This is an optimization exercise on Yosys and OpenROAD, whose aim is small area, not a production implementation. Function was checked by simulation only, so behaviour that the tests miss may differ from the original. Power and IR drop assume default switching activity.

==> flow/design.v <==
module CPU_Top #(
    parameter DATA_WIDTH = 32,
    parameter ADDR_WIDTH = 8
) (
    input clk,
    input reset,
    input [DATA_WIDTH-1:0] instruction_data,
    input [DATA_WIDTH-1:0] read_data,
    output [ADDR_WIDTH-1:0] instruction_address,
    output [ADDR_WIDTH-1:0] data_address,
    output [DATA_WIDTH-1:0] write_data,
    output write_enable
);
    localparam FETCH = 3'd0, DECODE = 3'd1, EXECUTE = 3'd2, MEMORY = 3'd3, WRITEBACK = 3'd4;
    reg  [2:0]  state;
    reg  [31:0] ir;
    reg  [31:0] mdr;
    reg  [7:0]  mar;
    reg  [7:0]  pc;
    reg  [31:0] wd_q;       
    wire s_f = state == FETCH;
    wire s_d = state == DECODE;
    wire s_e = state == EXECUTE;
    wire s_m = state == MEMORY;
    wire s_w = state == WRITEBACK;
    wire [4:0] opcode = ir[31:27];
    wire [4:0] rd     = ir[26:22];
    wire [4:0] rs1    = ir[21:17];
    wire [4:0] rs2    = ir[16:12];
    wire [7:0] imm8   = ir[7:0];
    wire op_alu   = ~opcode[4];
    wire op_load  = opcode == 5'b10000;
    wire op_store = opcode == 5'b10001;
    wire op_jump  = opcode == 5'b10010;
    wire op_ls    = op_load | op_store;
    wire        reg_write = (s_e & (op_alu | op_load)) | ((s_m | s_w) & op_load);
    wire [31:0] alu_out;
    wire [31:0] wdata = opcode[4] ? mdr : alu_out;
    wire [4:0]  ridx  = s_d ? rs2 : rs1;
    reg  [1:0]  phase;      
    reg  [1:0]  phase3;     
    always @(posedge clk or posedge reset)
        if (reset) begin
            phase  <= 2'd0;
            phase3 <= 2'd0;
        end else begin
            phase  <= phase + 2'd1;
            phase3 <= (phase3 == 2'd2) ? 2'd0 : phase3 + 2'd1;
        end
    function at_head;
        input [4:0] r;
        input [1:0] ph;
        input [1:0] ph3;
        begin
            if (r[4:2] == 3'd0)
                at_head = r[1:0] == 2'd3 - ph3;
            else
                at_head = r[1:0] == ~ph;
        end
    endfunction
    reg         p_v;
    reg  [4:0]  p_rd;
    reg  [31:0] p_data;
    wire wn = reg_write & (rd != 5'd0);
    wire p_commit = p_v & at_head(p_rd, phase, phase3) & ~(wn & (rd == p_rd));
    wire direct   = wn & at_head(rd, phase, phase3) & ~p_commit;
    wire [31:0] cdata = p_commit ? p_data : wdata;
    always @(posedge clk or posedge reset)
        if (reset)
            p_v <= 1'b0;
        else if (wn)
            p_v <= ~direct;
        else if (p_commit)
            p_v <= 1'b0;
    always @(posedge clk)
        if (wn) begin
            p_rd   <= rd;
            p_data <= wdata;
        end
    wire [3:0] jdec = 4'b0001 << ridx[1:0];
    wire [3:0] rot4 = {jdec, jdec} >> (3'd4 - {1'b0, phase});
    wire [2:0] rot3 = (phase3 == 2'd0) ? jdec[3:1] :
                      (phase3 == 2'd1) ? {jdec[2:1], jdec[3]} :
                                         {jdec[1], jdec[3:2]};
    wire [31:0] slot_q [1:31];
    wire [31:1] slot_sel;
    genvar gg, gi;
    generate
        for (gg = 0; gg < 8; gg = gg + 1) begin : g_ring
            wire commit_g = (p_commit & (p_rd[4:2] == gg)) | (direct & (rd[4:2] == gg));
            if (gg == 0) begin : g3
                reg [31:0] s0, s1, s2;
                reg        v0, v1, v2;      
                always @(posedge clk) begin
                    s0 <= commit_g ? cdata : s2;
                    s1 <= s0;
                    s2 <= s1;
                end
                always @(posedge clk or posedge reset)
                    if (reset)
                        {v0, v1, v2} <= 3'b0;
                    else
                        {v0, v1, v2} <= {commit_g | v2, v0, v1};
                wire [2:0] vq = {v2, v1, v0};
                assign slot_q[1] = s0;
                assign slot_q[2] = s1;
                assign slot_q[3] = s2;
                for (gi = 0; gi < 3; gi = gi + 1) begin : g_sel
                    assign slot_sel[1+gi] = (ridx[4:2] == gg) & rot3[gi] & vq[gi];
                end
            end else begin : g4
                reg [31:0] s0, s1, s2, s3;
                reg        v0, v1, v2, v3;  
                always @(posedge clk) begin
                    s0 <= commit_g ? cdata : s3;
                    s1 <= s0;
                    s2 <= s1;
                    s3 <= s2;
                end
                always @(posedge clk or posedge reset)
                    if (reset)
                        {v0, v1, v2, v3} <= 4'b0;
                    else
                        {v0, v1, v2, v3} <= {commit_g | v3, v0, v1, v2};
                wire [3:0] vq = {v3, v2, v1, v0};
                assign slot_q[4*gg+0] = s0;
                assign slot_q[4*gg+1] = s1;
                assign slot_q[4*gg+2] = s2;
                assign slot_q[4*gg+3] = s3;
                for (gi = 0; gi < 4; gi = gi + 1) begin : g_sel
                    assign slot_sel[4*gg+gi] = (ridx[4:2] == gg) & rot4[gi] & vq[gi];
                end
            end
        end
    endgenerate
    wire r_fwd   = p_v & (p_rd == ridx);
    reg [31:0] ring;
    integer k;
    always @(*) begin
        ring = 32'b0;
        for (k = 1; k < 32; k = k + 1)
            ring = ring | (slot_q[k] & {32{slot_sel[k]}});
    end
    wire [31:0] port = r_fwd ? p_data : ring;
    reg wd_v;
    always @(posedge clk or posedge reset)
        if (reset)
            wd_v <= 1'b0;
        else if (s_d)
            wd_v <= 1'b1;
    always @(posedge clk)
        if (s_d)
            wd_q <= port;
        else if (wn && rd == rs2)
            wd_q <= wdata;
    wire [31:0] a = port;
    wire [31:0] b = wd_q;
    wire [3:0] aop = opcode[3:0];
    wire alu = ~opcode[4];
    wire o0 = aop == 4'd0, o1 = aop == 4'd1, o2 = aop == 4'd2, o3 = aop == 4'd3;
    wire o4 = aop == 4'd4, o5 = aop == 4'd5, o6 = aop == 4'd6, o7 = aop == 4'd7;
    wire o8 = aop == 4'd8, o9 = aop == 4'd9, o10 = aop == 4'd10, o11 = aop == 4'd11;
    wire o12 = aop == 4'd12, o13 = aop == 4'd13, o14 = aop == 4'd14, o15 = aop == 4'd15;
    wire bsel = ~alu | ~(o7 | o8 | o9 | o10 | o11 | o12 | o13 | o15);
    wire inv  = alu & (o1 | o6 | o9 | o11);
    wire cin  = alu & (o1 | o6 | o10);
    wire use_imm = s_f | s_m | (s_e & op_ls);
    wire [31:0] xb = (b & {32{bsel}}) ^ {32{inv}};
    wire [31:0] x = {xb[31:8], use_imm ? imm8 : xb[7:0]};
    wire [31:0] p = a ^ x;
    wire [31:0] g = a & x;
    wire [32:0] c;
    assign c[0] = cin & ~use_imm;
    genvar ci;
    generate for (ci = 0; ci < 32; ci = ci + 1) begin : gc
        assign c[ci+1] = g[ci] | (p[ci] & c[ci]);
    end endgenerate
    wire [31:0] s = p ^ c[31:0];
    wire lt = (a[31] ^ b[31]) ? a[31] : s[31];
    wire sel_s = o0 | o1 | o10 | o11;
    wire sel_p = o3 | o4 | o9 | o15;
    wire sel_g = o2 | o3;
    wire sel_n = o5;
    wire sel_x = o14;
    wire sel_l = o7 | o12, sel_r = o8 | o13, rot = o12 | o13;
    wire [31:0] shl = {a[30:0], rot & a[31]};
    wire [31:0] shr = {rot & a[0], a[31:1]};
    wire [31:0] alu_r = ({32{sel_s}} & s) | ({32{sel_p}} & p) | ({32{sel_g}} & g) | ({32{sel_n}} & ~(p | g))
                   | ({32{sel_x}} & xb) | ({32{sel_l}} & shl) | ({32{sel_r}} & shr) | {32{o6 & lt}};
    assign alu_out = alu_r;
    wire zero = ~|s;
    wire neg  = s[31];
    reg cond;
    always @(*) begin
        case (opcode)
            5'd19: cond = zero;
            5'd20: cond = ~zero;
            5'd21: cond = neg;
            5'd22: cond = ~neg & ~zero;
            5'd23: cond = ~neg;
            5'd24: cond = neg | zero;
            default: cond = 1'b0;
        endcase
    end
    wire taken = s_e & cond;
    reg [2:0] next_state;
    always @(*) begin
        case (state)
            FETCH:     next_state = DECODE;
            DECODE:    next_state = EXECUTE;
            EXECUTE:   next_state = op_alu ? WRITEBACK : op_ls ? MEMORY : FETCH;
            MEMORY:    next_state = op_load ? WRITEBACK : FETCH;
            default:   next_state = FETCH;
        endcase
    end
    always @(posedge clk or posedge reset)
        if (reset)
            state <= FETCH;
        else
            state <= next_state;
    always @(posedge clk or posedge reset)
        if (reset)
            ir[7:0] <= 8'b0;
        else if (s_f)
            ir[7:0] <= instruction_data[7:0];
    always @(posedge clk)
        if (s_f)
            ir[31:8] <= instruction_data[31:8];
    wire mem_ls = (s_e | s_m) & op_ls;
    always @(posedge clk)
        if (s_f | (mem_ls & op_load))
            mdr <= read_data;
    wire [7:0] addr = s[7:0];
    always @(posedge clk or posedge reset)
        if (reset)
            mar <= 8'b0;
        else if (s_f | mem_ls)
            mar <= addr;
    wire jump = s_e & op_jump;
    wire [7:0] pc_sum = pc + (s_e ? imm8 : 8'b0) + 8'd1;
    always @(posedge clk or posedge reset)
        if (reset)
            pc <= 8'b0;
        else if (jump)
            pc <= ir[7:0];
        else if (s_d | taken)
            pc <= pc_sum;
    assign instruction_address = pc;
    assign data_address = mar;
    assign write_data = s_d ? port : (wd_q & {32{wd_v}});
    assign write_enable = mem_ls & op_store;
endmodule
clock: 17.5 ns
lec_check: 0
abc_area: 1
cap_margin: 20
core_margin: 2
core_utilization: 70
cts_buf_list: sky130_fd_sc_hd__clkbuf_16
cts_cluster_diameter: 100
cts_cluster_size: 26
gpl_routability_driven: 1
place_density: 0.8
slew_margin: 20
standard.sh (not shown) runs the stock make flow with config.mk's settings and CLKGATE_MAP_FILE= SYNTH_SCRIPT=/design/flow/synth_recipe.tcl, a recipe that flattens the netlist after the stock synthesis.
==> flow/flow/run.sh <==
#!/bin/bash
# Own layout flow: the standard synthesis, then the combinational logic
# between the (unchanged) registers is re-mapped by ABC for area, then the standard flow's
# standard layout from floorplan to finish on that netlist.
# Each tool's full output goes to a log file of its own in this folder.
set -euo pipefail
WORK=$(pwd)
R=$WORK/orfs/results/$FLOW_PLATFORM/CPU_Top/base

# 1. standard synthesis (registers, their names and cell types come from here)
bash standard.sh synth > "$WORK/log_1_standard_synth.log" 2>&1

# 2. re-map the combinational logic for area
cp "$R/1_2_yosys.v" "$WORK/standard_1_2_yosys.v"
REOPT_IN="$WORK/standard_1_2_yosys.v" REOPT_OUT="$WORK/reopt_1_2_yosys.v" \
REOPT_SCRIPT="$WORK/flow/area.abc" \
  yosys -c flow/reopt.tcl > "$WORK/log_2_reopt.log" 2>&1
cp "$WORK/reopt_1_2_yosys.v" "$R/1_2_yosys.v"
rm -f "$R/1_synth.odb" "$R/1_synth.sdc"
touch "$R/1_2_yosys.v"

# 3. standard layout from the re-mapped netlist
bash standard.sh finish > "$WORK/log_3_standard_layout.log" 2>&1
Other scripts of this flow, unchanged in this note and not shown: flow/flow/area.abc, flow/flow/reopt.tcl
==> next run, changes <==
--- a/flow/config.mk
+++ b/flow/config.mk
@@ -11 +11 @@
-export CORE_UTILIZATION = 70
+export CORE_UTILIZATION = 80
@@ -16 +16 @@
-export PLACE_DENSITY = 0.8
+export PLACE_DENSITY = 0.9
Cell area went down by 0.41%.
Cell count went down by 1.5%.
Worst setup slack got worse by 0.35 ns.
Wire length went up by 4.7%.
Clock skew went down by 0.0055 ns.
==> next run, changes <==
--- a/flow/config.mk
+++ b/flow/config.mk
@@ -11 +11 @@
-export CORE_UTILIZATION = 80
+export CORE_UTILIZATION = 70
@@ -14 +14 @@
-export CTS_CLUSTER_SIZE = 26
+export CTS_CLUSTER_SIZE = 28
@@ -16 +16 @@
-export PLACE_DENSITY = 0.9
+export PLACE_DENSITY = 0.8
=>
- utilization drops by 11 points
- hold slack gets better by 0.020 ns
- wire length came out lower by a few percent
- global-route usage came out lower by 9.0 points
- area after synthesis is unchanged
- final cell count rises slightly
- clock power falls by a few percent
- power falls by a few percent
- design area barely changes
- maximum frequency rose by a few percent
==> next run, changes <==
--- a/flow/config.mk
+++ b/flow/config.mk
@@ -11 +11 @@
-export CORE_UTILIZATION = 70
+export CORE_UTILIZATION = 65
@@ -14 +14 @@
-export CTS_CLUSTER_SIZE = 28
+export CTS_CLUSTER_SIZE = 26
@@ -16 +16 @@
-export PLACE_DENSITY = 0.8
+export PLACE_DENSITY = 0.75
=>
- The new run completed with no timing, DRC or antenna violations
- clock skew goes down by 0.0089 ns
- worst setup slack gets worse by 0.097 ns
- clock-buffer cell count rises by 4
- maximum frequency goes down slightly
- final cell count rose slightly
- global-route usage went down by 2.3 points
==> next run, changes <==
--- a/flow/config.mk
+++ b/flow/config.mk
@@ -11 +11 @@
-export CORE_UTILIZATION = 65
+export CORE_UTILIZATION = 70
@@ -14 +14 @@
-export CTS_CLUSTER_SIZE = 26
+export CTS_CLUSTER_SIZE = 30
@@ -16 +16,2 @@
-export PLACE_DENSITY = 0.75
+export GPL_TIMING_DRIVEN = 0
+export PLACE_DENSITY = 0.8
What happened: The changed run passed the timing, design-rule and antenna checks. Global-route usage goes up by 3.4 points. Sequential share of layout area goes down by 1.9 points. Setup slack loses 0.26 ns. Via count goes up by 3.5%. Total power goes up by 2.4%. Critical path depth goes down by 1. Die area goes down by 7.0%. Non-clock buffer count goes up by 44. Clock power goes down by about 4%.

RTL: the design.v shown in full above, as it stands there.
clock: 17.5 ns
lec_check: 0
abc_area: 1
cap_margin: 20
core_margin: 2
core_utilization: 75
cts_buf_list: sky130_fd_sc_hd__clkbuf_16
cts_cluster_diameter: 100
cts_cluster_size: 24
gpl_routability_driven: 1
place_density: 0.85
slew_margin: 20
==> flow/flow/area.abc <==
strash
&get -n
&deepsyn -T 120
&put
dc2
&get -n
&dch -f
&nf -a -R 2000
&put
topo
==> flow/flow/reopt.tcl <==
# Re-map the combinational cells of a mapped netlist for area, keeping every
# flip-flop instance (name and cell type) as it is.
yosys -import
set lib $::env(FLOW_HOME)/platforms/$::env(FLOW_PLATFORM)/lib/sky130_fd_sc_hd__tt_025C_1v80.lib
set top $::env(FLOW_TOP)
set dont_use {}
foreach c {
  sky130_fd_sc_hd__probe_p_8 sky130_fd_sc_hd__probec_p_8 sky130_fd_sc_hd__lpflow_bleeder_1
  sky130_fd_sc_hd__lpflow_clkbufkapwr_1 sky130_fd_sc_hd__lpflow_clkbufkapwr_16
  sky130_fd_sc_hd__lpflow_clkbufkapwr_2 sky130_fd_sc_hd__lpflow_clkbufkapwr_4
  sky130_fd_sc_hd__lpflow_clkbufkapwr_8 sky130_fd_sc_hd__lpflow_clkinvkapwr_1
  sky130_fd_sc_hd__lpflow_clkinvkapwr_16 sky130_fd_sc_hd__lpflow_clkinvkapwr_2
  sky130_fd_sc_hd__lpflow_clkinvkapwr_4 sky130_fd_sc_hd__lpflow_clkinvkapwr_8
  sky130_fd_sc_hd__lpflow_inputiso0n_1 sky130_fd_sc_hd__lpflow_inputiso0p_1
  sky130_fd_sc_hd__lpflow_inputiso1n_1 sky130_fd_sc_hd__lpflow_inputiso1p_1
  sky130_fd_sc_hd__lpflow_inputisolatch_1 sky130_fd_sc_hd__lpflow_isobufsrc_1
  sky130_fd_sc_hd__lpflow_isobufsrc_16 sky130_fd_sc_hd__lpflow_isobufsrc_2
  sky130_fd_sc_hd__lpflow_isobufsrc_4 sky130_fd_sc_hd__lpflow_isobufsrc_8
  sky130_fd_sc_hd__lpflow_isobufsrckapwr_16
} { lappend dont_use -dont_use $c }

# combinational cells as logic, sequential cells kept as instances
read_liberty -ignore_miss_func $lib
read_verilog $::env(REOPT_IN)
hierarchy -top $top
set seq {}
foreach c [regexp -all -inline {sky130_fd_sc_hd__[a-z0-9_]+} [read [open $::env(REOPT_IN)]]] {
  if {[regexp {__(df|edf|sdf|dl|sedf)} $c] && [lsearch $seq $c] < 0} { lappend seq $c }
}
puts "sequential cell types kept: $seq"
foreach c $seq { setattr -mod -set keep_hierarchy 1 $c }
tee -o before_stat.txt stat
flatten
opt_clean
abc -liberty $lib {*}$dont_use -script $::env(REOPT_SCRIPT)
opt_clean
read_liberty -lib -overwrite $lib
setattr -mod -unset keep_hierarchy
splitnets
opt_clean -purge
hilomap -singleton -hicell sky130_fd_sc_hd__conb_1 HI -locell sky130_fd_sc_hd__conb_1 LO
insbuf -buf sky130_fd_sc_hd__buf_4 A X
# left out here: clean up, hide names made inside functions
tee -o reopt_stat.txt stat -liberty $lib
check -assert -mapped
write_verilog -noattr -nohex -nodec $::env(REOPT_OUT)
Scripts as last shown in full above: flow/flow/run.sh
Next try:
- CORE_UTILIZATION: 75 -> 60
- PLACE_DENSITY: 0.85 -> 0.7
Synthesized cell count does not change. Clock-buffer cell count decreases by 1. Total power barely changes. Final area rose by 0.75%. Via count fell by 4.9%. Worst setup slack is worse by 0.016 ns.

## separate check: timing with driven ports
How much do the figures lean on ideal ports? The routed layouts below were timed once more, with nothing changed but the port constraints. Step 1 (the two cells are an assumption about what drives the block):
set clk [get_ports {clk}]
set_driving_cell -lib_cell sky130_fd_sc_hd__clkbuf_16 $clk
set_driving_cell -lib_cell sky130_fd_sc_hd__buf_2 [delete_from_list [all_inputs] $clk]
Step 2, shift: input delay + t, output delay - t, t = (earliest + latest rising clock arrival at the registers) / 2. This alone moves slack from input paths to output paths. Slacks: ideal ports / drivers / drivers and shift; pairs: ideal ports / drivers.
| run | shift t [ns] | setup slack, ns | worst hold slack (ns) | latest minus earliest clock arrival (ns) |
|---|---|---|---|---|
| the first run of note 1 | 0.725 | 0.818 / 0.818 / 0.818 | 0.323 / 0.323 / 0.323 | 0.058 / 0.058 |
| the second run of note 1 | 0.732 | 0.470 / 0.470 / 0.470 | 0.330 / 0.330 / 0.330 | 0.052 / 0.052 |
| the third run of note 1 | 0.703 | 1.056 / 1.056 / 1.056 | 0.350 / 0.350 / 0.350 | 0.037 / 0.037 |
| the fourth run of note 1 | 0.716 | 0.959 / 0.959 / 0.959 | 0.338 / 0.338 / 0.338 | 0.027 / 0.027 |
| the fifth run of note 1 | 0.722 | 0.694 / 0.694 / 0.694 | 0.334 / 0.334 / 0.334 | 0.045 / 0.045 |
| the first run of note 2 | 0.718 | 0.660 / 0.660 / 0.660 | 0.348 / 0.348 / 0.348 | 0.041 / 0.042 |
| the second run of note 2 | 0.740 | 0.644 / 0.644 / 0.644 | 0.348 / 0.348 / 0.348 | 0.020 / 0.020 |
After both steps every run listed still meets setup and hold.
